Context: an optimization exercise on an open-source flow, tuned for small area, a short achievable clock period and few clock cycles per item. The choices shown serve that exercise and are no tape-out recipe.
Function was not checked in any run shown here: the RTL went through the layout flow alone.
Power and IR drop assume default switching activity.

File: config.mk
export PLATFORM = sky130hd
export DESIGN_NAME = booth_multiplier
export DESIGN_NICKNAME = booth_multiplier
export VERILOG_FILES = /design/flow/design.v
export SDC_FILE = /design/flow/constraint.sdc
export NUM_CORES = 4
export LEC_CHECK = 0
export CAP_MARGIN = 20
export CORE_MARGIN = 2
export CORE_UTILIZATION = 40
export SETUP_SLACK_MARGIN = 3.5
export SLEW_MARGIN = 20
export SYNTH_HIERARCHICAL = 1
export SYNTH_MINIMUM_KEEP_SIZE = 0
File: run.sh
#!/bin/bash
# synth_recipe.tcl (not shown) runs the flow's synth.tcl, then flattens the netlist and writes it again
# the make line also repeats each setting of config.mk as NAME=value (left out here)
make -C /OpenROAD-flow-scripts/flow DESIGN_CONFIG=/design/flow/config.mk WORK_HOME=/design/flow/orfs CLKGATE_MAP_FILE= SYNTH_SCRIPT=/design/flow/synth_recipe.tcl finish
File: design.v
module booth_multiplier #(
    parameter int N = 64
)(
    input  logic                    clk,
    input  logic                    rst,
    input  logic                    start,
    input  logic signed [N-1:0]     multiplicand,
    input  logic signed [N-1:0]     multiplier,
    output logic signed [(2*N)-1:0] product,
    output logic                    done
);
    logic [63:0]   M;           
    logic [63:0]   Q;           
    logic [65:0]   S, C;        
    logic [7:0]    SL, CL;      
    logic [3:0]    one, two, ng;    
    logic [2:0]    cnt;
    logic          busy, fin;
    logic [8:0]    lsum;
    logic          cout;
    assign lsum = {1'b0, SL} + {1'b0, CL};
    assign cout = lsum[8];
    function automatic logic [2:0] recode(input logic [2:0] b);
        recode[2] = b[1] ^ b[0];
        recode[1] = (b[2] & ~b[1] & ~b[0]) | (~b[2] & b[1] & b[0]);
        recode[0] = b[2];
    endfunction
    logic [8:0] nb;       
    logic [3:0] one_n, two_n, ng_n;
    always_comb begin
        if (start) nb = {multiplier[7:0], 1'b0};
        else       nb = Q[15:7];
        for (int j = 0; j < 4; j++)
            {one_n[j], two_n[j], ng_n[j]} = recode(nb[2*j +: 3]);
    end
    logic [65:0] pp0;
    logic [65:0] pp1;
    logic [65:0] pp2;
    logic [65:0] pp3;
    always_comb begin
        pp0[0] = ng[0] ^ (one[0] & M[0]);
        for (int i = 1; i < 64; i++) pp0[i] = ng[0] ^ ((one[0] & M[i]) | (two[0] & M[i-1]));
        pp0[64] = ng[0] ^ ((one[0] | two[0]) & M[63]);
        pp0[65] = ~pp0[64];
        pp1[0] = ng[1] ^ (one[1] & M[0]);
        for (int i = 1; i < 64; i++) pp1[i] = ng[1] ^ ((one[1] & M[i]) | (two[1] & M[i-1]));
        pp1[64] = ng[1] ^ ((one[1] | two[1]) & M[63]);
        pp1[65] = ~pp1[64];
        pp2[0] = ng[2] ^ (one[2] & M[0]);
        for (int i = 1; i < 64; i++) pp2[i] = ng[2] ^ ((one[2] & M[i]) | (two[2] & M[i-1]));
        pp2[64] = ng[2] ^ ((one[2] | two[2]) & M[63]);
        pp2[65] = ~pp2[64];
        pp3[0] = ng[3] ^ (one[3] & M[0]);
        for (int i = 1; i < 64; i++) pp3[i] = ng[3] ^ ((one[3] & M[i]) | (two[3] & M[i-1]));
        pp3[64] = ng[3] ^ ((one[3] | two[3]) & M[63]);
        pp3[65] = ~pp3[64];
    end
    logic hs0, hc0, fs1, fc1, fs2, fc2, hs3, hc3;
    logic fs4, fc4, fs5, fc5, fs6, fc6, fs7, fc7;
    logic fs8, fc8, fs9, fc9, fs10, fc10, fs11, fc11;
    logic fs12, fc12, fs13, fc13, fs14, fc14, fs15, fc15;
    logic fs16, fc16, fs17, fc17, fs18, fc18, fs19, fc19;
    logic fs20, fc20, fs21, fc21, fs22, fc22, fs23, fc23;
    logic fs24, fc24, fs25, fc25, fs26, fc26, fs27, fc27;
    logic fs28, fc28, fs29, fc29, fs30, fc30, fs31, fc31;
    logic fs32, fc32, fs33, fc33, fs34, fc34, fs35, fc35;
    logic fs36, fc36, fs37, fc37, fs38, fc38, fs39, fc39;
    logic fs40, fc40, fs41, fc41, fs42, fc42, fs43, fc43;
    logic fs44, fc44, fs45, fc45, fs46, fc46, fs47, fc47;
    logic fs48, fc48, fs49, fc49, fs50, fc50, fs51, fc51;
    logic fs52, fc52, fs53, fc53, fs54, fc54, fs55, fc55;
    logic fs56, fc56, fs57, fc57, fs58, fc58, fs59, fc59;
    logic fs60, fc60, fs61, fc61, fs62, fc62, fs63, fc63;
    logic fs64, fc64, fs65, fc65, fs66, fc66, fs67, fc67;
    logic fs68, fc68, fs69, fc69, fs70, fc70, fs71, fc71;
    logic fs72, fc72, fs73, fc73, fs74, fc74, fs75, fc75;
    logic fs76, fc76, fs77, fc77, fs78, fc78, fs79, fc79;
    logic fs80, fc80, fs81, fc81, fs82, fc82, fs83, fc83;
    logic fs84, fc84, fs85, fc85, fs86, fc86, fs87, fc87;
    logic fs88, fc88, fs89, fc89, fs90, fc90, fs91, fc91;
    logic fs92, fc92, fs93, fc93, fs94, fc94, fs95, fc95;
    logic fs96, fc96, fs97, fc97, fs98, fc98, fs99, fc99;
    logic fs100, fc100, fs101, fc101, fs102, fc102, fs103, fc103;
    logic fs104, fc104, fs105, fc105, fs106, fc106, fs107, fc107;
    logic fs108, fc108, fs109, fc109, fs110, fc110, fs111, fc111;
    logic fs112, fc112, fs113, fc113, fs114, fc114, fs115, fc115;
    logic fs116, fc116, fs117, fc117, fs118, fc118, fs119, fc119;
    logic fs120, fc120, fs121, fc121, fs122, fc122, hs123, hc123;
    logic hs124, hc124, fs125, fc125, fs126, fc126, fs127, fc127;
    logic fs128, fc128, fs129, fc129, fs130, fc130, fs131, fc131;
    logic fs132, fc132, fs133, fc133, fs134, fc134, fs135, fc135;
    logic fs136, fc136, fs137, fc137, fs138, fc138, fs139, fc139;
    logic fs140, fc140, fs141, fc141, fs142, fc142, fs143, fc143;
    logic fs144, fc144, fs145, fc145, fs146, fc146, fs147, fc147;
    logic fs148, fc148, fs149, fc149, fs150, fc150, fs151, fc151;
    logic fs152, fc152, fs153, fc153, fs154, fc154, fs155, fc155;
    logic fs156, fc156, fs157, fc157, fs158, fc158, fs159, fc159;
    logic fs160, fc160, fs161, fc161, fs162, fc162, fs163, fc163;
    logic fs164, fc164, fs165, fc165, fs166, fc166, fs167, fc167;
    logic fs168, fc168, fs169, fc169, fs170, fc170, fs171, fc171;
    logic fs172, fc172, fs173, fc173, fs174, fc174, fs175, fc175;
    logic fs176, fc176, fs177, fc177, fs178, fc178, fs179, fc179;
    logic fs180, fc180, fs181, fc181, fs182, fc182, fs183, fc183;
    logic fs184, fc184, fs185, fc185, fs186, fc186, fs187, fc187;
    logic fs188, fc188, fs189, fc189, fs190, fc190, hs191, hc191;
    logic hs192, hc192, fs193, fc193, fs194, fc194, fs195, fc195;
    logic fs196, fc196, fs197, fc197, fs198, fc198, fs199, fc199;
    logic fs200, fc200, fs201, fc201, fs202, fc202, fs203, fc203;
    logic fs204, fc204, fs205, fc205, fs206, fc206, fs207, fc207;
    logic fs208, fc208, fs209, fc209, fs210, fc210, fs211, fc211;
    logic fs212, fc212, fs213, fc213, fs214, fc214, fs215, fc215;
    logic fs216, fc216, fs217, fc217, fs218, fc218, fs219, fc219;
    logic fs220, fc220, fs221, fc221, fs222, fc222, fs223, fc223;
    logic fs224, fc224, fs225, fc225, fs226, fc226, fs227, fc227;
    logic fs228, fc228, fs229, fc229, fs230, fc230, fs231, fc231;
    logic fs232, fc232, fs233, fc233, fs234, fc234, fs235, fc235;
    logic fs236, fc236, fs237, fc237, fs238, fc238, fs239, fc239;
    logic fs240, fc240, fs241, fc241, fs242, fc242, fs243, fc243;
    logic fs244, fc244, fs245, fc245, fs246, fc246, fs247, fc247;
    logic fs248, fc248, fs249, fc249, fs250, fc250, fs251, fc251;
    logic fs252, fc252, fs253, fc253, fs254, fc254, fs255, fc255;
    logic fs256, fc256, fs257, fc257, fs258, fc258, fs259, fc259;
    logic fs260, fc260, fs261, fc261, hs262, hc262;
    bm_ha u_hs0 (.a(S[4]), .b(C[4]), .s(hs0), .co(hc0));
    bm_fa u_fs1 (.a(S[5]), .b(C[5]), .c(pp0[5]), .s(fs1), .co(fc1));
    bm_fa u_fs2 (.a(S[6]), .b(C[6]), .c(pp0[6]), .s(fs2), .co(fc2));
    bm_ha u_hs3 (.a(pp1[4]), .b(pp2[2]), .s(hs3), .co(hc3));
    bm_fa u_fs4 (.a(S[7]), .b(C[7]), .c(pp0[7]), .s(fs4), .co(fc4));
    bm_fa u_fs5 (.a(pp1[5]), .b(pp2[3]), .c(pp3[1]), .s(fs5), .co(fc5));
    bm_fa u_fs6 (.a(S[8]), .b(C[8]), .c(pp0[8]), .s(fs6), .co(fc6));
    bm_fa u_fs7 (.a(pp1[6]), .b(pp2[4]), .c(pp3[2]), .s(fs7), .co(fc7));
    bm_fa u_fs8 (.a(S[9]), .b(C[9]), .c(pp0[9]), .s(fs8), .co(fc8));
    bm_fa u_fs9 (.a(pp1[7]), .b(pp2[5]), .c(pp3[3]), .s(fs9), .co(fc9));
    bm_fa u_fs10 (.a(S[10]), .b(C[10]), .c(pp0[10]), .s(fs10), .co(fc10));
    bm_fa u_fs11 (.a(pp1[8]), .b(pp2[6]), .c(pp3[4]), .s(fs11), .co(fc11));
    bm_fa u_fs12 (.a(S[11]), .b(C[11]), .c(pp0[11]), .s(fs12), .co(fc12));
    bm_fa u_fs13 (.a(pp1[9]), .b(pp2[7]), .c(pp3[5]), .s(fs13), .co(fc13));
    bm_fa u_fs14 (.a(S[12]), .b(C[12]), .c(pp0[12]), .s(fs14), .co(fc14));
    bm_fa u_fs15 (.a(pp1[10]), .b(pp2[8]), .c(pp3[6]), .s(fs15), .co(fc15));
    bm_fa u_fs16 (.a(S[13]), .b(C[13]), .c(pp0[13]), .s(fs16), .co(fc16));
    bm_fa u_fs17 (.a(pp1[11]), .b(pp2[9]), .c(pp3[7]), .s(fs17), .co(fc17));
    bm_fa u_fs18 (.a(S[14]), .b(C[14]), .c(pp0[14]), .s(fs18), .co(fc18));
    bm_fa u_fs19 (.a(pp1[12]), .b(pp2[10]), .c(pp3[8]), .s(fs19), .co(fc19));
    bm_fa u_fs20 (.a(S[15]), .b(C[15]), .c(pp0[15]), .s(fs20), .co(fc20));
    bm_fa u_fs21 (.a(pp1[13]), .b(pp2[11]), .c(pp3[9]), .s(fs21), .co(fc21));
    bm_fa u_fs22 (.a(S[16]), .b(C[16]), .c(pp0[16]), .s(fs22), .co(fc22));
    bm_fa u_fs23 (.a(pp1[14]), .b(pp2[12]), .c(pp3[10]), .s(fs23), .co(fc23));
    bm_fa u_fs24 (.a(S[17]), .b(C[17]), .c(pp0[17]), .s(fs24), .co(fc24));
    bm_fa u_fs25 (.a(pp1[15]), .b(pp2[13]), .c(pp3[11]), .s(fs25), .co(fc25));
    bm_fa u_fs26 (.a(S[18]), .b(C[18]), .c(pp0[18]), .s(fs26), .co(fc26));
    bm_fa u_fs27 (.a(pp1[16]), .b(pp2[14]), .c(pp3[12]), .s(fs27), .co(fc27));
    bm_fa u_fs28 (.a(S[19]), .b(C[19]), .c(pp0[19]), .s(fs28), .co(fc28));
    bm_fa u_fs29 (.a(pp1[17]), .b(pp2[15]), .c(pp3[13]), .s(fs29), .co(fc29));
    bm_fa u_fs30 (.a(S[20]), .b(C[20]), .c(pp0[20]), .s(fs30), .co(fc30));
    bm_fa u_fs31 (.a(pp1[18]), .b(pp2[16]), .c(pp3[14]), .s(fs31), .co(fc31));
    bm_fa u_fs32 (.a(S[21]), .b(C[21]), .c(pp0[21]), .s(fs32), .co(fc32));
    bm_fa u_fs33 (.a(pp1[19]), .b(pp2[17]), .c(pp3[15]), .s(fs33), .co(fc33));
    bm_fa u_fs34 (.a(S[22]), .b(C[22]), .c(pp0[22]), .s(fs34), .co(fc34));
    bm_fa u_fs35 (.a(pp1[20]), .b(pp2[18]), .c(pp3[16]), .s(fs35), .co(fc35));
    bm_fa u_fs36 (.a(S[23]), .b(C[23]), .c(pp0[23]), .s(fs36), .co(fc36));
    bm_fa u_fs37 (.a(pp1[21]), .b(pp2[19]), .c(pp3[17]), .s(fs37), .co(fc37));
    bm_fa u_fs38 (.a(S[24]), .b(C[24]), .c(pp0[24]), .s(fs38), .co(fc38));
    bm_fa u_fs39 (.a(pp1[22]), .b(pp2[20]), .c(pp3[18]), .s(fs39), .co(fc39));
    bm_fa u_fs40 (.a(S[25]), .b(C[25]), .c(pp0[25]), .s(fs40), .co(fc40));
    bm_fa u_fs41 (.a(pp1[23]), .b(pp2[21]), .c(pp3[19]), .s(fs41), .co(fc41));
    bm_fa u_fs42 (.a(S[26]), .b(C[26]), .c(pp0[26]), .s(fs42), .co(fc42));
    bm_fa u_fs43 (.a(pp1[24]), .b(pp2[22]), .c(pp3[20]), .s(fs43), .co(fc43));
    bm_fa u_fs44 (.a(S[27]), .b(C[27]), .c(pp0[27]), .s(fs44), .co(fc44));
    bm_fa u_fs45 (.a(pp1[25]), .b(pp2[23]), .c(pp3[21]), .s(fs45), .co(fc45));
    bm_fa u_fs46 (.a(S[28]), .b(C[28]), .c(pp0[28]), .s(fs46), .co(fc46));
    bm_fa u_fs47 (.a(pp1[26]), .b(pp2[24]), .c(pp3[22]), .s(fs47), .co(fc47));
    bm_fa u_fs48 (.a(S[29]), .b(C[29]), .c(pp0[29]), .s(fs48), .co(fc48));
    bm_fa u_fs49 (.a(pp1[27]), .b(pp2[25]), .c(pp3[23]), .s(fs49), .co(fc49));
    bm_fa u_fs50 (.a(S[30]), .b(C[30]), .c(pp0[30]), .s(fs50), .co(fc50));
    bm_fa u_fs51 (.a(pp1[28]), .b(pp2[26]), .c(pp3[24]), .s(fs51), .co(fc51));
    bm_fa u_fs52 (.a(S[31]), .b(C[31]), .c(pp0[31]), .s(fs52), .co(fc52));
    bm_fa u_fs53 (.a(pp1[29]), .b(pp2[27]), .c(pp3[25]), .s(fs53), .co(fc53));
    bm_fa u_fs54 (.a(S[32]), .b(C[32]), .c(pp0[32]), .s(fs54), .co(fc54));
    bm_fa u_fs55 (.a(pp1[30]), .b(pp2[28]), .c(pp3[26]), .s(fs55), .co(fc55));
    bm_fa u_fs56 (.a(S[33]), .b(C[33]), .c(pp0[33]), .s(fs56), .co(fc56));
    bm_fa u_fs57 (.a(pp1[31]), .b(pp2[29]), .c(pp3[27]), .s(fs57), .co(fc57));
    bm_fa u_fs58 (.a(S[34]), .b(C[34]), .c(pp0[34]), .s(fs58), .co(fc58));
    bm_fa u_fs59 (.a(pp1[32]), .b(pp2[30]), .c(pp3[28]), .s(fs59), .co(fc59));
    bm_fa u_fs60 (.a(S[35]), .b(C[35]), .c(pp0[35]), .s(fs60), .co(fc60));
    bm_fa u_fs61 (.a(pp1[33]), .b(pp2[31]), .c(pp3[29]), .s(fs61), .co(fc61));
    bm_fa u_fs62 (.a(S[36]), .b(C[36]), .c(pp0[36]), .s(fs62), .co(fc62));
    bm_fa u_fs63 (.a(pp1[34]), .b(pp2[32]), .c(pp3[30]), .s(fs63), .co(fc63));
    bm_fa u_fs64 (.a(S[37]), .b(C[37]), .c(pp0[37]), .s(fs64), .co(fc64));
    bm_fa u_fs65 (.a(pp1[35]), .b(pp2[33]), .c(pp3[31]), .s(fs65), .co(fc65));
    bm_fa u_fs66 (.a(S[38]), .b(C[38]), .c(pp0[38]), .s(fs66), .co(fc66));
    bm_fa u_fs67 (.a(pp1[36]), .b(pp2[34]), .c(pp3[32]), .s(fs67), .co(fc67));
    bm_fa u_fs68 (.a(S[39]), .b(C[39]), .c(pp0[39]), .s(fs68), .co(fc68));
    bm_fa u_fs69 (.a(pp1[37]), .b(pp2[35]), .c(pp3[33]), .s(fs69), .co(fc69));
    bm_fa u_fs70 (.a(S[40]), .b(C[40]), .c(pp0[40]), .s(fs70), .co(fc70));
    bm_fa u_fs71 (.a(pp1[38]), .b(pp2[36]), .c(pp3[34]), .s(fs71), .co(fc71));
    bm_fa u_fs72 (.a(S[41]), .b(C[41]), .c(pp0[41]), .s(fs72), .co(fc72));
    bm_fa u_fs73 (.a(pp1[39]), .b(pp2[37]), .c(pp3[35]), .s(fs73), .co(fc73));
    bm_fa u_fs74 (.a(S[42]), .b(C[42]), .c(pp0[42]), .s(fs74), .co(fc74));
    bm_fa u_fs75 (.a(pp1[40]), .b(pp2[38]), .c(pp3[36]), .s(fs75), .co(fc75));
    bm_fa u_fs76 (.a(S[43]), .b(C[43]), .c(pp0[43]), .s(fs76), .co(fc76));
    bm_fa u_fs77 (.a(pp1[41]), .b(pp2[39]), .c(pp3[37]), .s(fs77), .co(fc77));
    bm_fa u_fs78 (.a(S[44]), .b(C[44]), .c(pp0[44]), .s(fs78), .co(fc78));
    bm_fa u_fs79 (.a(pp1[42]), .b(pp2[40]), .c(pp3[38]), .s(fs79), .co(fc79));
    bm_fa u_fs80 (.a(S[45]), .b(C[45]), .c(pp0[45]), .s(fs80), .co(fc80));
    bm_fa u_fs81 (.a(pp1[43]), .b(pp2[41]), .c(pp3[39]), .s(fs81), .co(fc81));
    bm_fa u_fs82 (.a(S[46]), .b(C[46]), .c(pp0[46]), .s(fs82), .co(fc82));
    bm_fa u_fs83 (.a(pp1[44]), .b(pp2[42]), .c(pp3[40]), .s(fs83), .co(fc83));
    bm_fa u_fs84 (.a(S[47]), .b(C[47]), .c(pp0[47]), .s(fs84), .co(fc84));
    bm_fa u_fs85 (.a(pp1[45]), .b(pp2[43]), .c(pp3[41]), .s(fs85), .co(fc85));
    bm_fa u_fs86 (.a(S[48]), .b(C[48]), .c(pp0[48]), .s(fs86), .co(fc86));
    bm_fa u_fs87 (.a(pp1[46]), .b(pp2[44]), .c(pp3[42]), .s(fs87), .co(fc87));
    bm_fa u_fs88 (.a(S[49]), .b(C[49]), .c(pp0[49]), .s(fs88), .co(fc88));
    bm_fa u_fs89 (.a(pp1[47]), .b(pp2[45]), .c(pp3[43]), .s(fs89), .co(fc89));
    bm_fa u_fs90 (.a(S[50]), .b(C[50]), .c(pp0[50]), .s(fs90), .co(fc90));
    bm_fa u_fs91 (.a(pp1[48]), .b(pp2[46]), .c(pp3[44]), .s(fs91), .co(fc91));
    bm_fa u_fs92 (.a(S[51]), .b(C[51]), .c(pp0[51]), .s(fs92), .co(fc92));
    bm_fa u_fs93 (.a(pp1[49]), .b(pp2[47]), .c(pp3[45]), .s(fs93), .co(fc93));
    bm_fa u_fs94 (.a(S[52]), .b(C[52]), .c(pp0[52]), .s(fs94), .co(fc94));
    bm_fa u_fs95 (.a(pp1[50]), .b(pp2[48]), .c(pp3[46]), .s(fs95), .co(fc95));
    bm_fa u_fs96 (.a(S[53]), .b(C[53]), .c(pp0[53]), .s(fs96), .co(fc96));
    bm_fa u_fs97 (.a(pp1[51]), .b(pp2[49]), .c(pp3[47]), .s(fs97), .co(fc97));
    bm_fa u_fs98 (.a(S[54]), .b(C[54]), .c(pp0[54]), .s(fs98), .co(fc98));
    bm_fa u_fs99 (.a(pp1[52]), .b(pp2[50]), .c(pp3[48]), .s(fs99), .co(fc99));
    bm_fa u_fs100 (.a(S[55]), .b(C[55]), .c(pp0[55]), .s(fs100), .co(fc100));
    bm_fa u_fs101 (.a(pp1[53]), .b(pp2[51]), .c(pp3[49]), .s(fs101), .co(fc101));
    bm_fa u_fs102 (.a(S[56]), .b(C[56]), .c(pp0[56]), .s(fs102), .co(fc102));
    bm_fa u_fs103 (.a(pp1[54]), .b(pp2[52]), .c(pp3[50]), .s(fs103), .co(fc103));
    bm_fa u_fs104 (.a(S[57]), .b(C[57]), .c(pp0[57]), .s(fs104), .co(fc104));
    bm_fa u_fs105 (.a(pp1[55]), .b(pp2[53]), .c(pp3[51]), .s(fs105), .co(fc105));
    bm_fa u_fs106 (.a(S[58]), .b(C[58]), .c(pp0[58]), .s(fs106), .co(fc106));
    bm_fa u_fs107 (.a(pp1[56]), .b(pp2[54]), .c(pp3[52]), .s(fs107), .co(fc107));
    bm_fa u_fs108 (.a(S[59]), .b(C[59]), .c(pp0[59]), .s(fs108), .co(fc108));
    bm_fa u_fs109 (.a(pp1[57]), .b(pp2[55]), .c(pp3[53]), .s(fs109), .co(fc109));
    bm_fa u_fs110 (.a(S[60]), .b(C[60]), .c(pp0[60]), .s(fs110), .co(fc110));
    bm_fa u_fs111 (.a(pp1[58]), .b(pp2[56]), .c(pp3[54]), .s(fs111), .co(fc111));
    bm_fa u_fs112 (.a(S[61]), .b(C[61]), .c(pp0[61]), .s(fs112), .co(fc112));
    bm_fa u_fs113 (.a(pp1[59]), .b(pp2[57]), .c(pp3[55]), .s(fs113), .co(fc113));
    bm_fa u_fs114 (.a(S[62]), .b(C[62]), .c(pp0[62]), .s(fs114), .co(fc114));
    bm_fa u_fs115 (.a(pp1[60]), .b(pp2[58]), .c(pp3[56]), .s(fs115), .co(fc115));
    bm_fa u_fs116 (.a(S[63]), .b(C[63]), .c(pp0[63]), .s(fs116), .co(fc116));
    bm_fa u_fs117 (.a(pp1[61]), .b(pp2[59]), .c(pp3[57]), .s(fs117), .co(fc117));
    bm_fa u_fs118 (.a(S[64]), .b(C[64]), .c(pp0[64]), .s(fs118), .co(fc118));
    bm_fa u_fs119 (.a(pp1[62]), .b(pp2[60]), .c(pp3[58]), .s(fs119), .co(fc119));
    bm_fa u_fs120 (.a(S[65]), .b(C[65]), .c(pp0[65]), .s(fs120), .co(fc120));
    bm_fa u_fs121 (.a(pp1[63]), .b(pp2[61]), .c(pp3[59]), .s(fs121), .co(fc121));
    bm_fa u_fs122 (.a(pp1[64]), .b(pp2[62]), .c(pp3[60]), .s(fs122), .co(fc122));
    bm_ha u_hs123 (.a(S[0]), .b(C[0]), .s(hs123), .co(hc123));
    bm_ha u_hs124 (.a(S[1]), .b(C[1]), .s(hs124), .co(hc124));
    bm_fa u_fs125 (.a(S[2]), .b(C[2]), .c(pp0[2]), .s(fs125), .co(fc125));
    bm_fa u_fs126 (.a(S[3]), .b(C[3]), .c(pp0[3]), .s(fs126), .co(fc126));
    bm_fa u_fs127 (.a(hs0), .b(pp0[4]), .c(pp1[2]), .s(fs127), .co(fc127));
    bm_fa u_fs128 (.a(hc0), .b(fs1), .c(pp1[3]), .s(fs128), .co(fc128));
    bm_fa u_fs129 (.a(fc1), .b(fs2), .c(hs3), .s(fs129), .co(fc129));
    bm_fa u_fs130 (.a(fc2), .b(hc3), .c(fs4), .s(fs130), .co(fc130));
    bm_fa u_fs131 (.a(fc4), .b(fc5), .c(fs6), .s(fs131), .co(fc131));
    bm_fa u_fs132 (.a(fc6), .b(fc7), .c(fs8), .s(fs132), .co(fc132));
    bm_fa u_fs133 (.a(fc8), .b(fc9), .c(fs10), .s(fs133), .co(fc133));
    bm_fa u_fs134 (.a(fc10), .b(fc11), .c(fs12), .s(fs134), .co(fc134));
    bm_fa u_fs135 (.a(fc12), .b(fc13), .c(fs14), .s(fs135), .co(fc135));
    bm_fa u_fs136 (.a(fc14), .b(fc15), .c(fs16), .s(fs136), .co(fc136));
    bm_fa u_fs137 (.a(fc16), .b(fc17), .c(fs18), .s(fs137), .co(fc137));
    bm_fa u_fs138 (.a(fc18), .b(fc19), .c(fs20), .s(fs138), .co(fc138));
    bm_fa u_fs139 (.a(fc20), .b(fc21), .c(fs22), .s(fs139), .co(fc139));
    bm_fa u_fs140 (.a(fc22), .b(fc23), .c(fs24), .s(fs140), .co(fc140));
    bm_fa u_fs141 (.a(fc24), .b(fc25), .c(fs26), .s(fs141), .co(fc141));
    bm_fa u_fs142 (.a(fc26), .b(fc27), .c(fs28), .s(fs142), .co(fc142));
    bm_fa u_fs143 (.a(fc28), .b(fc29), .c(fs30), .s(fs143), .co(fc143));
    bm_fa u_fs144 (.a(fc30), .b(fc31), .c(fs32), .s(fs144), .co(fc144));
    bm_fa u_fs145 (.a(fc32), .b(fc33), .c(fs34), .s(fs145), .co(fc145));
    bm_fa u_fs146 (.a(fc34), .b(fc35), .c(fs36), .s(fs146), .co(fc146));
    bm_fa u_fs147 (.a(fc36), .b(fc37), .c(fs38), .s(fs147), .co(fc147));
    bm_fa u_fs148 (.a(fc38), .b(fc39), .c(fs40), .s(fs148), .co(fc148));
    bm_fa u_fs149 (.a(fc40), .b(fc41), .c(fs42), .s(fs149), .co(fc149));
    bm_fa u_fs150 (.a(fc42), .b(fc43), .c(fs44), .s(fs150), .co(fc150));
    bm_fa u_fs151 (.a(fc44), .b(fc45), .c(fs46), .s(fs151), .co(fc151));
    bm_fa u_fs152 (.a(fc46), .b(fc47), .c(fs48), .s(fs152), .co(fc152));
    bm_fa u_fs153 (.a(fc48), .b(fc49), .c(fs50), .s(fs153), .co(fc153));
    bm_fa u_fs154 (.a(fc50), .b(fc51), .c(fs52), .s(fs154), .co(fc154));
    bm_fa u_fs155 (.a(fc52), .b(fc53), .c(fs54), .s(fs155), .co(fc155));
    bm_fa u_fs156 (.a(fc54), .b(fc55), .c(fs56), .s(fs156), .co(fc156));
    bm_fa u_fs157 (.a(fc56), .b(fc57), .c(fs58), .s(fs157), .co(fc157));
    bm_fa u_fs158 (.a(fc58), .b(fc59), .c(fs60), .s(fs158), .co(fc158));
    bm_fa u_fs159 (.a(fc60), .b(fc61), .c(fs62), .s(fs159), .co(fc159));
    bm_fa u_fs160 (.a(fc62), .b(fc63), .c(fs64), .s(fs160), .co(fc160));
    bm_fa u_fs161 (.a(fc64), .b(fc65), .c(fs66), .s(fs161), .co(fc161));
    bm_fa u_fs162 (.a(fc66), .b(fc67), .c(fs68), .s(fs162), .co(fc162));
    bm_fa u_fs163 (.a(fc68), .b(fc69), .c(fs70), .s(fs163), .co(fc163));
    bm_fa u_fs164 (.a(fc70), .b(fc71), .c(fs72), .s(fs164), .co(fc164));
    bm_fa u_fs165 (.a(fc72), .b(fc73), .c(fs74), .s(fs165), .co(fc165));
    bm_fa u_fs166 (.a(fc74), .b(fc75), .c(fs76), .s(fs166), .co(fc166));
    bm_fa u_fs167 (.a(fc76), .b(fc77), .c(fs78), .s(fs167), .co(fc167));
    bm_fa u_fs168 (.a(fc78), .b(fc79), .c(fs80), .s(fs168), .co(fc168));
    bm_fa u_fs169 (.a(fc80), .b(fc81), .c(fs82), .s(fs169), .co(fc169));
    bm_fa u_fs170 (.a(fc82), .b(fc83), .c(fs84), .s(fs170), .co(fc170));
    bm_fa u_fs171 (.a(fc84), .b(fc85), .c(fs86), .s(fs171), .co(fc171));
    bm_fa u_fs172 (.a(fc86), .b(fc87), .c(fs88), .s(fs172), .co(fc172));
    bm_fa u_fs173 (.a(fc88), .b(fc89), .c(fs90), .s(fs173), .co(fc173));
    bm_fa u_fs174 (.a(fc90), .b(fc91), .c(fs92), .s(fs174), .co(fc174));
    bm_fa u_fs175 (.a(fc92), .b(fc93), .c(fs94), .s(fs175), .co(fc175));
    bm_fa u_fs176 (.a(fc94), .b(fc95), .c(fs96), .s(fs176), .co(fc176));
    bm_fa u_fs177 (.a(fc96), .b(fc97), .c(fs98), .s(fs177), .co(fc177));
    bm_fa u_fs178 (.a(fc98), .b(fc99), .c(fs100), .s(fs178), .co(fc178));
    bm_fa u_fs179 (.a(fc100), .b(fc101), .c(fs102), .s(fs179), .co(fc179));
    bm_fa u_fs180 (.a(fc102), .b(fc103), .c(fs104), .s(fs180), .co(fc180));
    bm_fa u_fs181 (.a(fc104), .b(fc105), .c(fs106), .s(fs181), .co(fc181));
    bm_fa u_fs182 (.a(fc106), .b(fc107), .c(fs108), .s(fs182), .co(fc182));
    bm_fa u_fs183 (.a(fc108), .b(fc109), .c(fs110), .s(fs183), .co(fc183));
    bm_fa u_fs184 (.a(fc110), .b(fc111), .c(fs112), .s(fs184), .co(fc184));
    bm_fa u_fs185 (.a(fc112), .b(fc113), .c(fs114), .s(fs185), .co(fc185));
    bm_fa u_fs186 (.a(fc114), .b(fc115), .c(fs116), .s(fs186), .co(fc186));
    bm_fa u_fs187 (.a(fc116), .b(fc117), .c(fs118), .s(fs187), .co(fc187));
    bm_fa u_fs188 (.a(fc118), .b(fc119), .c(fs120), .s(fs188), .co(fc188));
    bm_fa u_fs189 (.a(fc120), .b(fc121), .c(fs122), .s(fs189), .co(fc189));
    bm_fa u_fs190 (.a(fc122), .b(pp1[65]), .c(pp2[63]), .s(fs190), .co(fc190));
    bm_ha u_hs191 (.a(pp2[64]), .b(pp3[62]), .s(hs191), .co(hc191));
    bm_ha u_hs192 (.a(hs123), .b(pp0[0]), .s(hs192), .co(hc192));
    bm_fa u_fs193 (.a(hc123), .b(hs124), .c(pp0[1]), .s(fs193), .co(fc193));
    bm_fa u_fs194 (.a(hc124), .b(fs125), .c(pp1[0]), .s(fs194), .co(fc194));
    bm_fa u_fs195 (.a(fc125), .b(fs126), .c(pp1[1]), .s(fs195), .co(fc195));
    bm_fa u_fs196 (.a(fc126), .b(fs127), .c(pp2[0]), .s(fs196), .co(fc196));
    bm_fa u_fs197 (.a(fc127), .b(fs128), .c(pp2[1]), .s(fs197), .co(fc197));
    bm_fa u_fs198 (.a(fc128), .b(fs129), .c(pp3[0]), .s(fs198), .co(fc198));
    bm_fa u_fs199 (.a(fc129), .b(fs130), .c(fs5), .s(fs199), .co(fc199));
    bm_fa u_fs200 (.a(fc130), .b(fs131), .c(fs7), .s(fs200), .co(fc200));
    bm_fa u_fs201 (.a(fc131), .b(fs132), .c(fs9), .s(fs201), .co(fc201));
    bm_fa u_fs202 (.a(fc132), .b(fs133), .c(fs11), .s(fs202), .co(fc202));
    bm_fa u_fs203 (.a(fc133), .b(fs134), .c(fs13), .s(fs203), .co(fc203));
    bm_fa u_fs204 (.a(fc134), .b(fs135), .c(fs15), .s(fs204), .co(fc204));
    bm_fa u_fs205 (.a(fc135), .b(fs136), .c(fs17), .s(fs205), .co(fc205));
    bm_fa u_fs206 (.a(fc136), .b(fs137), .c(fs19), .s(fs206), .co(fc206));
    bm_fa u_fs207 (.a(fc137), .b(fs138), .c(fs21), .s(fs207), .co(fc207));
    bm_fa u_fs208 (.a(fc138), .b(fs139), .c(fs23), .s(fs208), .co(fc208));
    bm_fa u_fs209 (.a(fc139), .b(fs140), .c(fs25), .s(fs209), .co(fc209));
    bm_fa u_fs210 (.a(fc140), .b(fs141), .c(fs27), .s(fs210), .co(fc210));
    bm_fa u_fs211 (.a(fc141), .b(fs142), .c(fs29), .s(fs211), .co(fc211));
    bm_fa u_fs212 (.a(fc142), .b(fs143), .c(fs31), .s(fs212), .co(fc212));
    bm_fa u_fs213 (.a(fc143), .b(fs144), .c(fs33), .s(fs213), .co(fc213));
    bm_fa u_fs214 (.a(fc144), .b(fs145), .c(fs35), .s(fs214), .co(fc214));
    bm_fa u_fs215 (.a(fc145), .b(fs146), .c(fs37), .s(fs215), .co(fc215));
    bm_fa u_fs216 (.a(fc146), .b(fs147), .c(fs39), .s(fs216), .co(fc216));
    bm_fa u_fs217 (.a(fc147), .b(fs148), .c(fs41), .s(fs217), .co(fc217));
    bm_fa u_fs218 (.a(fc148), .b(fs149), .c(fs43), .s(fs218), .co(fc218));
    bm_fa u_fs219 (.a(fc149), .b(fs150), .c(fs45), .s(fs219), .co(fc219));
    bm_fa u_fs220 (.a(fc150), .b(fs151), .c(fs47), .s(fs220), .co(fc220));
    bm_fa u_fs221 (.a(fc151), .b(fs152), .c(fs49), .s(fs221), .co(fc221));
    bm_fa u_fs222 (.a(fc152), .b(fs153), .c(fs51), .s(fs222), .co(fc222));
    bm_fa u_fs223 (.a(fc153), .b(fs154), .c(fs53), .s(fs223), .co(fc223));
    bm_fa u_fs224 (.a(fc154), .b(fs155), .c(fs55), .s(fs224), .co(fc224));
    bm_fa u_fs225 (.a(fc155), .b(fs156), .c(fs57), .s(fs225), .co(fc225));
    bm_fa u_fs226 (.a(fc156), .b(fs157), .c(fs59), .s(fs226), .co(fc226));
    bm_fa u_fs227 (.a(fc157), .b(fs158), .c(fs61), .s(fs227), .co(fc227));
    bm_fa u_fs228 (.a(fc158), .b(fs159), .c(fs63), .s(fs228), .co(fc228));
    bm_fa u_fs229 (.a(fc159), .b(fs160), .c(fs65), .s(fs229), .co(fc229));
    bm_fa u_fs230 (.a(fc160), .b(fs161), .c(fs67), .s(fs230), .co(fc230));
    bm_fa u_fs231 (.a(fc161), .b(fs162), .c(fs69), .s(fs231), .co(fc231));
    bm_fa u_fs232 (.a(fc162), .b(fs163), .c(fs71), .s(fs232), .co(fc232));
    bm_fa u_fs233 (.a(fc163), .b(fs164), .c(fs73), .s(fs233), .co(fc233));
    bm_fa u_fs234 (.a(fc164), .b(fs165), .c(fs75), .s(fs234), .co(fc234));
    bm_fa u_fs235 (.a(fc165), .b(fs166), .c(fs77), .s(fs235), .co(fc235));
    bm_fa u_fs236 (.a(fc166), .b(fs167), .c(fs79), .s(fs236), .co(fc236));
    bm_fa u_fs237 (.a(fc167), .b(fs168), .c(fs81), .s(fs237), .co(fc237));
    bm_fa u_fs238 (.a(fc168), .b(fs169), .c(fs83), .s(fs238), .co(fc238));
    bm_fa u_fs239 (.a(fc169), .b(fs170), .c(fs85), .s(fs239), .co(fc239));
    bm_fa u_fs240 (.a(fc170), .b(fs171), .c(fs87), .s(fs240), .co(fc240));
    bm_fa u_fs241 (.a(fc171), .b(fs172), .c(fs89), .s(fs241), .co(fc241));
    bm_fa u_fs242 (.a(fc172), .b(fs173), .c(fs91), .s(fs242), .co(fc242));
    bm_fa u_fs243 (.a(fc173), .b(fs174), .c(fs93), .s(fs243), .co(fc243));
    bm_fa u_fs244 (.a(fc174), .b(fs175), .c(fs95), .s(fs244), .co(fc244));
    bm_fa u_fs245 (.a(fc175), .b(fs176), .c(fs97), .s(fs245), .co(fc245));
    bm_fa u_fs246 (.a(fc176), .b(fs177), .c(fs99), .s(fs246), .co(fc246));
    bm_fa u_fs247 (.a(fc177), .b(fs178), .c(fs101), .s(fs247), .co(fc247));
    bm_fa u_fs248 (.a(fc178), .b(fs179), .c(fs103), .s(fs248), .co(fc248));
    bm_fa u_fs249 (.a(fc179), .b(fs180), .c(fs105), .s(fs249), .co(fc249));
    bm_fa u_fs250 (.a(fc180), .b(fs181), .c(fs107), .s(fs250), .co(fc250));
    bm_fa u_fs251 (.a(fc181), .b(fs182), .c(fs109), .s(fs251), .co(fc251));
    bm_fa u_fs252 (.a(fc182), .b(fs183), .c(fs111), .s(fs252), .co(fc252));
    bm_fa u_fs253 (.a(fc183), .b(fs184), .c(fs113), .s(fs253), .co(fc253));
    bm_fa u_fs254 (.a(fc184), .b(fs185), .c(fs115), .s(fs254), .co(fc254));
    bm_fa u_fs255 (.a(fc185), .b(fs186), .c(fs117), .s(fs255), .co(fc255));
    bm_fa u_fs256 (.a(fc186), .b(fs187), .c(fs119), .s(fs256), .co(fc256));
    bm_fa u_fs257 (.a(fc187), .b(fs188), .c(fs121), .s(fs257), .co(fc257));
    bm_fa u_fs258 (.a(fc188), .b(fs189), .c(1'b1), .s(fs258), .co(fc258));
    bm_fa u_fs259 (.a(fc189), .b(fs190), .c(pp3[61]), .s(fs259), .co(fc259));
    bm_fa u_fs260 (.a(fc190), .b(hs191), .c(1'b1), .s(fs260), .co(fc260));
    bm_fa u_fs261 (.a(hc191), .b(pp2[65]), .c(pp3[63]), .s(fs261), .co(fc261));
    bm_ha u_hs262 (.a(pp3[64]), .b(1'b1), .s(hs262), .co(hc262));
    logic [65:0] S_t, C_t;
    logic [7:0] SL_t, CL_t;
    assign SL_t[0] = hs192;
    assign CL_t[0] = cout;
    assign SL_t[1] = hc192;
    assign CL_t[1] = fs193;
    assign SL_t[2] = fc193;
    assign CL_t[2] = fs194;
    assign SL_t[3] = fc194;
    assign CL_t[3] = fs195;
    assign SL_t[4] = fc195;
    assign CL_t[4] = fs196;
    assign SL_t[5] = fc196;
    assign CL_t[5] = fs197;
    assign SL_t[6] = fc197;
    assign CL_t[6] = fs198;
    assign SL_t[7] = fc198;
    assign CL_t[7] = fs199;
    assign S_t[0] = fc199;
    assign C_t[0] = fs200;
    assign S_t[1] = fc200;
    assign C_t[1] = fs201;
    assign S_t[2] = fc201;
    assign C_t[2] = fs202;
    assign S_t[3] = fc202;
    assign C_t[3] = fs203;
    assign S_t[4] = fc203;
    assign C_t[4] = fs204;
    assign S_t[5] = fc204;
    assign C_t[5] = fs205;
    assign S_t[6] = fc205;
    assign C_t[6] = fs206;
    assign S_t[7] = fc206;
    assign C_t[7] = fs207;
    assign S_t[8] = fc207;
    assign C_t[8] = fs208;
    assign S_t[9] = fc208;
    assign C_t[9] = fs209;
    assign S_t[10] = fc209;
    assign C_t[10] = fs210;
    assign S_t[11] = fc210;
    assign C_t[11] = fs211;
    assign S_t[12] = fc211;
    assign C_t[12] = fs212;
    assign S_t[13] = fc212;
    assign C_t[13] = fs213;
    assign S_t[14] = fc213;
    assign C_t[14] = fs214;
    assign S_t[15] = fc214;
    assign C_t[15] = fs215;
    assign S_t[16] = fc215;
    assign C_t[16] = fs216;
    assign S_t[17] = fc216;
    assign C_t[17] = fs217;
    assign S_t[18] = fc217;
    assign C_t[18] = fs218;
    assign S_t[19] = fc218;
    assign C_t[19] = fs219;
    assign S_t[20] = fc219;
    assign C_t[20] = fs220;
    assign S_t[21] = fc220;
    assign C_t[21] = fs221;
    assign S_t[22] = fc221;
    assign C_t[22] = fs222;
    assign S_t[23] = fc222;
    assign C_t[23] = fs223;
    assign S_t[24] = fc223;
    assign C_t[24] = fs224;
    assign S_t[25] = fc224;
    assign C_t[25] = fs225;
    assign S_t[26] = fc225;
    assign C_t[26] = fs226;
    assign S_t[27] = fc226;
    assign C_t[27] = fs227;
    assign S_t[28] = fc227;
    assign C_t[28] = fs228;
    assign S_t[29] = fc228;
    assign C_t[29] = fs229;
    assign S_t[30] = fc229;
    assign C_t[30] = fs230;
    assign S_t[31] = fc230;
    assign C_t[31] = fs231;
    assign S_t[32] = fc231;
    assign C_t[32] = fs232;
    assign S_t[33] = fc232;
    assign C_t[33] = fs233;
    assign S_t[34] = fc233;
    assign C_t[34] = fs234;
    assign S_t[35] = fc234;
    assign C_t[35] = fs235;
    assign S_t[36] = fc235;
    assign C_t[36] = fs236;
    assign S_t[37] = fc236;
    assign C_t[37] = fs237;
    assign S_t[38] = fc237;
    assign C_t[38] = fs238;
    assign S_t[39] = fc238;
    assign C_t[39] = fs239;
    assign S_t[40] = fc239;
    assign C_t[40] = fs240;
    assign S_t[41] = fc240;
    assign C_t[41] = fs241;
    assign S_t[42] = fc241;
    assign C_t[42] = fs242;
    assign S_t[43] = fc242;
    assign C_t[43] = fs243;
    assign S_t[44] = fc243;
    assign C_t[44] = fs244;
    assign S_t[45] = fc244;
    assign C_t[45] = fs245;
    assign S_t[46] = fc245;
    assign C_t[46] = fs246;
    assign S_t[47] = fc246;
    assign C_t[47] = fs247;
    assign S_t[48] = fc247;
    assign C_t[48] = fs248;
    assign S_t[49] = fc248;
    assign C_t[49] = fs249;
    assign S_t[50] = fc249;
    assign C_t[50] = fs250;
    assign S_t[51] = fc250;
    assign C_t[51] = fs251;
    assign S_t[52] = fc251;
    assign C_t[52] = fs252;
    assign S_t[53] = fc252;
    assign C_t[53] = fs253;
    assign S_t[54] = fc253;
    assign C_t[54] = fs254;
    assign S_t[55] = fc254;
    assign C_t[55] = fs255;
    assign S_t[56] = fc255;
    assign C_t[56] = fs256;
    assign S_t[57] = fc256;
    assign C_t[57] = fs257;
    assign S_t[58] = fc257;
    assign C_t[58] = fs258;
    assign S_t[59] = fc258;
    assign C_t[59] = fs259;
    assign S_t[60] = fc259;
    assign C_t[60] = fs260;
    assign S_t[61] = fc260;
    assign C_t[61] = fs261;
    assign S_t[62] = fc261;
    assign C_t[62] = hs262;
    assign S_t[63] = hc262;
    assign C_t[63] = pp3[65];
    assign S_t[64] = 1'b1;
    assign C_t[64] = 1'b0;
    assign S_t[65] = 1'b0;
    assign C_t[65] = 1'b0;
    logic [71:0] cpa;
    assign cpa = {S[63:0], SL} + {C[63:0], CL};
    localparam logic [65:0] S_INIT = 66'd1 << 65;
    logic [65:0] C_INIT;
    always_comb begin
        C_INIT = '0;
        for (int i = 0; i < 32; i++) C_INIT[2*i] = multiplier[2*i+1];
    end
    always_ff @(posedge clk) begin
        if (start) begin
            M   <= multiplicand;
            Q   <= multiplier;
            S   <= S_INIT;
            C   <= C_INIT;
            SL  <= '0;
            CL  <= '0;
            cnt <= '0;
        end else if (busy) begin
            Q   <= {lsum[7:0], Q[63:8]};
            S   <= S_t;
            C   <= C_t;
            SL  <= SL_t;
            CL  <= CL_t;
            cnt <= cnt + 1'b1;
        end else begin
            if (fin) Q <= {cpa[7:0], Q[63:8]};
            S   <= {2'd0, cpa[71:8]};
            C   <= '0;
            SL  <= '0;
            CL  <= '0;
        end
        if (start || busy) begin
            one <= one_n;
            two <= two_n;
            ng  <= ng_n;
        end
    end
    always_ff @(posedge clk or posedge rst) begin
        if (rst) begin
            busy <= 1'b0;
            fin  <= 1'b0;
            done <= 1'b0;
        end else begin
            if (start) begin
                busy <= 1'b1;
                fin  <= 1'b0;
                done <= 1'b0;
            end else begin
                if (busy && cnt == 7) begin
                    busy <= 1'b0;
                    fin  <= 1'b1;
                end
                if (fin) begin
                    fin  <= 1'b0;
                    done <= 1'b1;
                end
            end
        end
    end
    assign product = {S[63:0], Q};
endmodule
module bm_fa (input logic a, input logic b, input logic c, output logic s, output logic co);
    assign s  = a ^ b ^ c;
    assign co = (a & b) | (a & c) | (b & c);
endmodule
module bm_ha (input logic a, input logic b, output logic s, output logic co);
    assign s  = a ^ b;
    assign co = a & b;
endmodule
File: constraint.sdc
create_clock -name core_clock -period 6.0 [get_ports {clk}]
set_input_delay 1.2000 -clock core_clock [delete_from_list [all_inputs] [get_ports {clk}]]
set_output_delay 1.2000 -clock core_clock [all_outputs]
set_load 0.01 [all_outputs]
==> out/summary.txt, run 1 <==
YOSYS
--------------------------------------------------------------------------------
Adder-cell area share of the yosys netlist                                 0.251
Distinct cell type count after synthesis                                      73
Average cell area after synthesis                                       10.5 um2
Most used standard cells in the synthesized netlist                 xnor2_1, fa_1, a22oi_1
Most instantiated library cell after synthesis                           xnor2_1
Post-synthesis xor/xnor area fraction                                      0.118
Number of enable-type register cells in the synthesized netlist              140
Yosys warns                                                                    7
Async set or reset register ratio after synthesis                         0.0103
Proportion of synthesized chip area in sequential cells                    0.296
Share of Yosys cell area claimed by the top area cell type                 0.210
Number of register bits inferred by synthesis                                292
Gate count after technology mapping                                        2,335
Share of the synthesized area in compound gates (AO/OA/AOI/OAI)            0.176
Mapped cell area                                                      0.0245 mm2
Mux contribution to synthesized area                                      0.0263
Combinational family with the most area after synthesis              adder cells
Post-synth top area cell                                                    fa_1
Area share of and/or/nand/nor cells after synthesis                       0.0704
Post-synth top flop                                                      dfxtp_1
Synth area leaders                                                  fa_1, edfxtp_1, dfxtp_1, xnor2_1, a22oi_1

WORST SETUP PATH
--------------------------------------------------------------------------------
Data required, critical path                                             6.43 ns
Startpoint kind of the worst setup timing path                              flop
Crit path arrival time                                                   3.72 ns
CP endpoint kind                                                            flop
Critical path class                                                 flop to flop
Largest fanout on the critical path                                            4
Worst r2r path cells                                                          13

GLOBAL ROUTE
--------------------------------------------------------------------------------
Total overflow reported by the global router                                   0
Number of antenna violations at the first check in global routing              3
Largest net degree at the start of global routing                             67
Vias in the first global route                                            20,900
Total track usage                                                          0.293
First-pass GRT wire length                                                138 mm

POWER
--------------------------------------------------------------------------------
Worst vdd ir                                                            0.286 mV
Pwr/cell area                                                         580 mW/mm2
Static leakage                                                         0.0121 uW

PLACEMENT
--------------------------------------------------------------------------------
Final estimated routing congestion in global placement                     0.920
Number of input and output port buffers inserted                             259
Post-detailed-placement half-perimeter wirelength                        56.9 mm
Placed cell count                                                          3,124
Area after DPL                                                        0.0276 mm2
Setup slack after placement                                              2.15 ns

CLOCK TREE
--------------------------------------------------------------------------------
Number of buffers inserted during clock tree synthesis                        39
Buffer depth of the longest clock path                                         3
Number of buffers inserted by hold repair at cts                               0
Clock Latency Late Sink                                                  0.57 ns
Clock Sinks                                                                  292
Clock-pin transition on the worst setup and hold timing paths            0.06 ns
CTS tree                                                                    done
Root buffer selected by CTS                                            clkbuf_16
CTS H-Tree Depth                                                               2

DIE
--------------------------------------------------------------------------------
Total Die Area                                                        0.0633 mm2
Die height                                                                252 um
Initial core utilization                                                   0.406
Number of rows created at floorplan                                           90
Core outline area                                                     0.0605 mm2
Number of top-level pins                                                     260
Horizontal die dimension                                                  252 um

STA
--------------------------------------------------------------------------------
Setup skew after layout                                                0.0221 ns
Worst setup slack after layout                                           2.71 ns
Hold_ws                                                                 0.459 ns
Slew at the pin closest to its max-slew limit                            1.03 ns
Max-slew violation count                                                       0
Tmin final                                                               3.29 ns
Worst rel slew slack                                                       0.316
TNS Setup                                                                   0 ns
Unrepaired setup endpoints after global routing                              yes
Share of the clock period used by the worst path                           0.549
Maximum achievable frequency                                           0.304 GHz
Final hold violation count                                                     0
Setup violation total in the final timing report                               0

DETAILED ROUTING
--------------------------------------------------------------------------------
Final wirelength                                                         93.9 mm
First DRT Iteration DRCs                                                   1,829
Via count                                                                 20,000
Post-route DRC violation count                                                 0
Via density                                                                 6.02
Drt pass-1 iters                                                               8
Routed len/inst                                                          28.3 um
Number of nets still failing antenna checks after routing                      0

FINAL LAYOUT
--------------------------------------------------------------------------------
Filler cell count in the final layout                                      5,056
Post-route standard cell area excluding fillers                       0.0326 mm2
Area of the multi-input gates                                         0.0181 mm2
Number of cells in the finished layout apart from fillers                  3,324
Area growth from synthesis to layout                                       32.9%
Layout cells sized above 1                                                 0.332
Number of nets at the end of the flow                                      2,977
Storage cell area                                                    0.00740 mm2

HOLD PATH
--------------------------------------------------------------------------------
Worst hold-check path type                                          flop to flop
Depth of the worst hold-timing path                                            1

JOB
--------------------------------------------------------------------------------
Max_cap viols                                                                  0

STATUS
--------------------------------------------------------------------------------
Run status                                              timing/DRC/antenna clean

## worst max-delay path, stage by stage, from the launching register on
cell and delay [ns]:
dfxtp_2 0.34, ha_4 0.13, inv_2 0.03, fa_2 0.33
nand2b_4 0.15, a211o_1 0.30, a211o_1 0.33, a21oi_4 0.19
o211ai_4 0.14, a2111oi_4 0.55, o211ai_4 0.15, o31ai_2 0.23
xnor2_1 0.19, o21ai_1 0.08
## Yosys stat by module, one instance, submodules excluded
module | copies in the design | flip-flops and latches | area [um2]
bm_ha | 7 | 0 | 12.5
booth_multiplier | 1 | 292 | 19300
bm_fa | 256 | 0 | 20.0
## path summary, 6_finish.rpt
kind	start	to	slack [ns]
setup / recovery	SL[0]$_SDFF_PP0_	S[58]$_SDFF_PP0_	2.71
hold reg to reg	fin$_DFF_PP0_	fin$_DFF_PP0_	0.46
max in group asynchronous	rst	done$_DFFE_PP0P_	4.86
hold / removal	fin$_DFF_PP0_	fin$_DFF_PP0_	0.46
min in group asynchronous	rst	fin$_DFF_PP0_	0.90
setup reg to reg	SL[0]$_SDFF_PP0_	S[58]$_SDFF_PP0_	2.71
## placed cells by master (no fill, tap or decap), types with 29 or more instances in the layout
cell type        synthesis  final
a21oi_1                110     72
dfxtp_1                149     72
inv_1                   41     38
fa_1                   257    108
buf_4                   64     67
o21ai_1                  5     39
buf_16                   0     29
a21o_1                  48     48
nand2_1                138    118
fa_2                     0    149
clkbuf_16                0     45
clkdlybuf4s50_1          0    130
clkdlybuf4s15_1          0     35
and2_1                  49     40
edfxtp_1               140    140
ha_1                    80     33
a22o_1                  30     30
xnor2_1                300    264
a21oi_2                  1     33
dfxtp_2                  0     61
mux2_2                  51     51
nor2_1                  67     62
o21ai_0                 94     46
xnor2_2                  0     36
a22oi_1                255    147
ha_4                     0     34
a22oi_2                  0    108
dlygate4sd2_1            0     73
## metrics by stage
stage | util | power [uW]
after global routing | 0.539 | 20400
after CTS | 0.528 | 18500
final | 0.539 | 18900
after global placement | 0.456 | 14500
after detailed placement | 0.456 | 14600
after floorplan | - | 11300
## layout make-up
type	instances	area share
clock buffer	57	0.0368
inverter	42	0.00491
sequential	292	0.227
tap	782	0.0300
clock inverter	13	0.00284
timing repair buffer	410	0.142
antenna	4	0.000307
multi-input combinational	1724	0.556
## what timing repair did
item / CTS / global route
cloned: 26 / 1
endpoints found under the setup margin: 364 / 183
pin swaps: 230 / 106
resized for setup: 635 / 146
setup buffers: 78 / 21
## power by group
group          internal, uW  switching [uW]  leakage (uW)
combinational          6250            6660       0.00874
sequential             2800             814       0.00275
clock                  1430             958      0.000644
## registers in the layout, summed over array words and instances (netlist names)
signal,count
SL,8
busy,1
done,1
one,4
fin,1
C,64
two,4
cnt,3
ng,4
CL,8
S,66
M,64
Q,64
## routing by layer
| layer | vias to the layer above | global-route usage | wire length [um] |
|---|---|---|---|
| li1 | 8535 | - | - |
| met2 | 1032 | 0.473 | 43500 |
| met5 | - | 0 | 12 |
| met3 | 245 | 0.0664 | 7920 |
| met1 | 10200 | 0.383 | 38300 |
| met4 | 2 | 0.112 | 4220 |
## logic make-up (layout without fill, tap and decap cells)
| family | Yosys count | after routing |
|---|---|---|
| adders and majority gates | 337 | 337 |
| and+or+nand+nor | 362 | 362 |
| other | 2 | 9 |
| AOI/OAI and AO/OA | 632 | 632 |
| DFF | 292 | 292 |
| muxes | 58 | 58 |
| buffers and inverters | 322 | 522 |
| xor gates and xnor gates | 330 | 330 |
==> run 2, diff against run 1 <==
--- a/config.mk
+++ b/config.mk
@@ -9,5 +9,5 @@
 export CORE_MARGIN = 2
 export CORE_UTILIZATION = 40
-export SETUP_SLACK_MARGIN = 3.5
+export SETUP_SLACK_MARGIN = 3.0
 export SLEW_MARGIN = 20
 export SYNTH_HIERARCHICAL = 1
==> run 2 against run 1 <==
Compared with the run above:
- global-route usage fell by 6.0 points
- via count fell by 7.1%
- final cell count fell by 3.5%
- critical path depth did not move
- maximum frequency rose by 1.8%
- sequential share of layout area rose by 2.6 points
- synthesized cell count did not move
- sequential cell count did not move
- area after synthesis did not move
- clock-buffer cell count fell by 4
- core utilization fell by 6.4 points
- clock skew fell by 0.0096 ns
- highest routed layer is now met4
==> out/summary.txt, run 2 <==
STATUS
--------------------------------------------------------------------------------
Run status                                              timing/DRC/antenna clean

CLOCK TREE
--------------------------------------------------------------------------------
Clock Latency Late Sink                                                  0.55 ns
Number of buffers inserted by hold repair at cts                               0
Buffer depth of the longest clock path                                         3
Number of buffers inserted during clock tree synthesis                        36
Root buffer selected by CTS                                            clkbuf_16
Clock-pin transition on the worst setup and hold timing paths            0.06 ns
Clock Sinks                                                                  292
CTS H-Tree Depth                                                               2
CTS tree                                                                    done

DIE
--------------------------------------------------------------------------------
Die height                                                                252 um
Initial core utilization                                                   0.406
Number of top-level pins                                                     260
Core outline area                                                     0.0605 mm2
Total Die Area                                                        0.0633 mm2
Horizontal die dimension                                                  252 um
Number of rows created at floorplan                                           90

PLACEMENT
--------------------------------------------------------------------------------
Number of input and output port buffers inserted                             259
Final estimated routing congestion in global placement                     0.931
Post-detailed-placement half-perimeter wirelength                        55.7 mm

YOSYS
--------------------------------------------------------------------------------
Number of enable-type register cells in the synthesized netlist              140
Share of Yosys cell area claimed by the top area cell type                 0.210
Async set or reset register ratio after synthesis                         0.0103
Most used standard cells in the synthesized netlist                 xnor2_1, fa_1, a22oi_1
Distinct cell type count after synthesis                                      73
Gate count after technology mapping                                        2,335
Post-synth top flop                                                      dfxtp_1
Mapped cell area                                                      0.0245 mm2
Proportion of synthesized chip area in sequential cells                    0.296
Average cell area after synthesis                                       10.5 um2
Yosys warns                                                                    7
Most instantiated library cell after synthesis                           xnor2_1
Post-synth top area cell                                                    fa_1
Synth area leaders                                                  fa_1, edfxtp_1, dfxtp_1, xnor2_1, a22oi_1
Number of register bits inferred by synthesis                                292

STA
--------------------------------------------------------------------------------
Max-slew violation count                                                       0
Unrepaired setup endpoints after global routing                              yes
Hold_ws                                                                 0.498 ns
Worst rel slew slack                                                       0.332
Share of the clock period used by the worst path                           0.539
Setup skew after layout                                                0.0124 ns
Tmin final                                                               3.23 ns
TNS Setup                                                                   0 ns
Setup violation total in the final timing report                               0
Maximum achievable frequency                                           0.309 GHz
Slew at the pin closest to its max-slew limit                            1.00 ns
Final hold violation count                                                     0

WORST SETUP PATH
--------------------------------------------------------------------------------
Data required, critical path                                             6.42 ns
Startpoint kind of the worst setup timing path                              flop
Ordered cell list for the critical path                             ha_4 -> inv_2 -> fa_2 -> nand2b_4 -> a211o_1 -> a211o_1 -> a21oi_4 -> o211ai_4 -> a2111oi_4 -> o211ai_2 -> o31ai_2 -> xnor2_1 -> o21ai_1
CP max stage cell                                                      a2111oi_4
Longest individual stage delay on the worst path                         0.39 ns
CP endpoint kind                                                            flop
Critical path class                                                 flop to flop
Reg2Reg Launch Point                                                SL[0]$_SDFF_PP0_
Crit path arrival time                                                   3.66 ns
Worst r2r path cells                                                          13
Largest fanout on the critical path                                            4
CP dominant cell by count                                                a211o_1
Critical Path Source                                                SL[0]$_SDFF_PP0_

GLOBAL ROUTE
--------------------------------------------------------------------------------
First-pass GRT wire length                                                115 mm
Vias in the first global route                                            19,000
Routing usage on met2                                                      0.380
Number of antenna violations at the first check in global routing              1
Total track usage                                                          0.233
Met1 capacity usage during global routing                                  0.327
Largest net degree at the start of global routing                             86
GRT Max-Usage Layer                                                         met2
Global Route met3 Usage                                                   0.0335
Total overflow reported by the global router                                   0

FINAL LAYOUT
--------------------------------------------------------------------------------
Number of flip-flops in the largest register                                  66
Storage cell area                                                    0.00727 mm2
Most common cell after layout, fill and taps aside                       xnor2_1
Filler cell count in the final layout                                      5,489
Layout cells sized above 1                                                0.0882
Register ranked first by flip-flop count                                       S
Area of the multi-input gates                                         0.0160 mm2
Commonest cells after routing, fill and taps aside                  xnor2_1, clkdlybuf4s50_1, fa_1
Area growth from synthesis to layout                                       17.1%
Number of nets at the end of the flow                                      2,868
Count of inserted antenna diode cells                                          0

DETAILED ROUTING
--------------------------------------------------------------------------------
Via count                                                                 18,600
First DRT Iteration DRCs                                                   1,679
Routed len/inst                                                          23.4 um
Post-route DRC violation count                                                 0
Drt pass-1 iters                                                               6
Number of nets still failing antenna checks after routing                      0
Via density                                                                 5.80
Final wirelength                                                         75.0 mm

HOLD PATH
--------------------------------------------------------------------------------
Worst hold-check path type                                          flop to flop
Depth of the worst hold-timing path                                            2
Startpoint of the worst hold path                                   done$_DFFE_PP0P_

POWER
--------------------------------------------------------------------------------
Worst vdd ir                                                            0.258 mV
Power, Total                                                           16,600 uW
Static leakage                                                         0.0108 uW
Pwr/cell area                                                         578 mW/mm2

JOB
--------------------------------------------------------------------------------
Max_cap viols                                                                  0

run 2: cell types whose count changed in the layout (fill, tap and decap cells not counted), sizes merged:
cell,change
clkinv,-3
clkdlybuf4s50,+128
clkdlybuf4s15,-42
diode,-4
buf,-111
bufbuf,-3
dlygate4sd2,-73
clkbuf,-9
run 2: cells by family after synthesis:
| group | after synthesis | synth area share |
|---|---|---|
| and+or+nand+nor | 362 | 0.0704 |
| adders and majority gates | 337 | 0.251 |
| muxes | 58 | 0.0263 |
| xor gates and xnor gates | 330 | 0.118 |
| other | 2 | 0.000306 |
| DFF | 292 | 0.296 |
| AOI/OAI and AO/OA | 632 | 0.176 |
| buffers and inverters | 322 | 0.0624 |
run 2: worst max-delay path, delay by kind of cell, from the launching register on:
kind,cells,cell delay [ns]
fa+ha+maj,2,0.47
xor+xnor,1,0.17
buf+inv,1,0.03
flops,1,0.34
simple gates,1,0.15
compound gates,8,1.94
run 2: layout make-up:
| type | count | share of cell area |
|---|---|---|
| clock inverter | 10 | 0.00279 |
| tap | 782 | 0.0341 |
| inverter | 42 | 0.00558 |
| multi-input combinational | 1724 | 0.559 |
| timing repair buffer | 304 | 0.109 |
| sequential | 292 | 0.253 |
| clock buffer | 53 | 0.0365 |
run 2: modules after synthesis, one instance, submodules excluded:
module	flops+latches	cells	area [um2]	copies in the design
bm_ha	0	1	12.5	7
bm_fa	0	1	20.0	256
booth_multiplier	292	2072	19300	1
run 2: power by group:
group	internal (uW)	switching (uW)
clock	1250	896
combinational	5150	5820
sequential	2740	735
run 2: per-layer routing:
metal / up-vias / wire, um
li1: 8292 / -
met1: 9446 / 33000
met2: 733 / 35500
met3: 122 / 4620
met4: 0 / 1830
met5: - / 0
run 2: timing repair:
item / 4_1_cts / 5_1_grt
gates cloned: 0 / 1
buffers inserted: 12 / 9
pin swaps: 19 / 23
setup endpoints to repair: 130 / 121
hold endpoints to repair: 0 / 0
resized for setup: 77 / 46
run 2: worst paths after layout:
kind,end,slack [ns]
worst max-delay path,S[58]$_SDFF_PP0_,2.77
worst min-delay path,done$_DFFE_PP0P_,0.50
worst max register to register,S[58]$_SDFF_PP0_,2.77
worst min register to register,done$_DFFE_PP0P_,0.50
max in group asynchronous,fin$_DFF_PP0_,4.90
min in group asynchronous,done$_DFFE_PP0P_,0.88
run 2: metrics by stage:
stage                     instances  instance area [um2]   util  setup WS, ns
after global placement         3122                26900  0.445          2.38
after detailed placement       3122                26900  0.445          2.29
after floorplan                2338                24500      -          3.00
final                          3207                28700  0.475          2.77
after CTS                      3197                28400  0.470          2.65
after global routing           3207                28700  0.475          2.67

-- re-timing with driven ports --
No port has a modelled driver above. Below, the same layouts with a new extraction and two added sets of constraints.
Step 1, drivers: a clkbuf_16 drives clk and a buf_2 each remaining input, both assumed.
Step 2 also shifts input and output timing later by t, the mid clock arrival at the registers, as if the neighbouring blocks saw the same clock.
a / b / c = ideal ports / drivers / drivers and shift; a / b = the first two.
| run | shift t [ns] | slack for setup (ns) | hold WS [ns] | clock arrival spread, ns |
|---|---|---|---|---|
| run 1 | 0.620 | 2.706 / 2.706 / 2.493 | 0.459 / 0.459 / 0.459 | 0.022 / 0.022 |
| run 2 | 0.607 | 2.765 / 2.765 / 2.253 | 0.498 / 0.498 / 0.498 | 0.013 / 0.013 |
After both steps setup and hold are still met in every run listed. The setup slack of run 2, which loses most, moves by 0.000 ns with the drivers and by -0.512 ns with both steps.
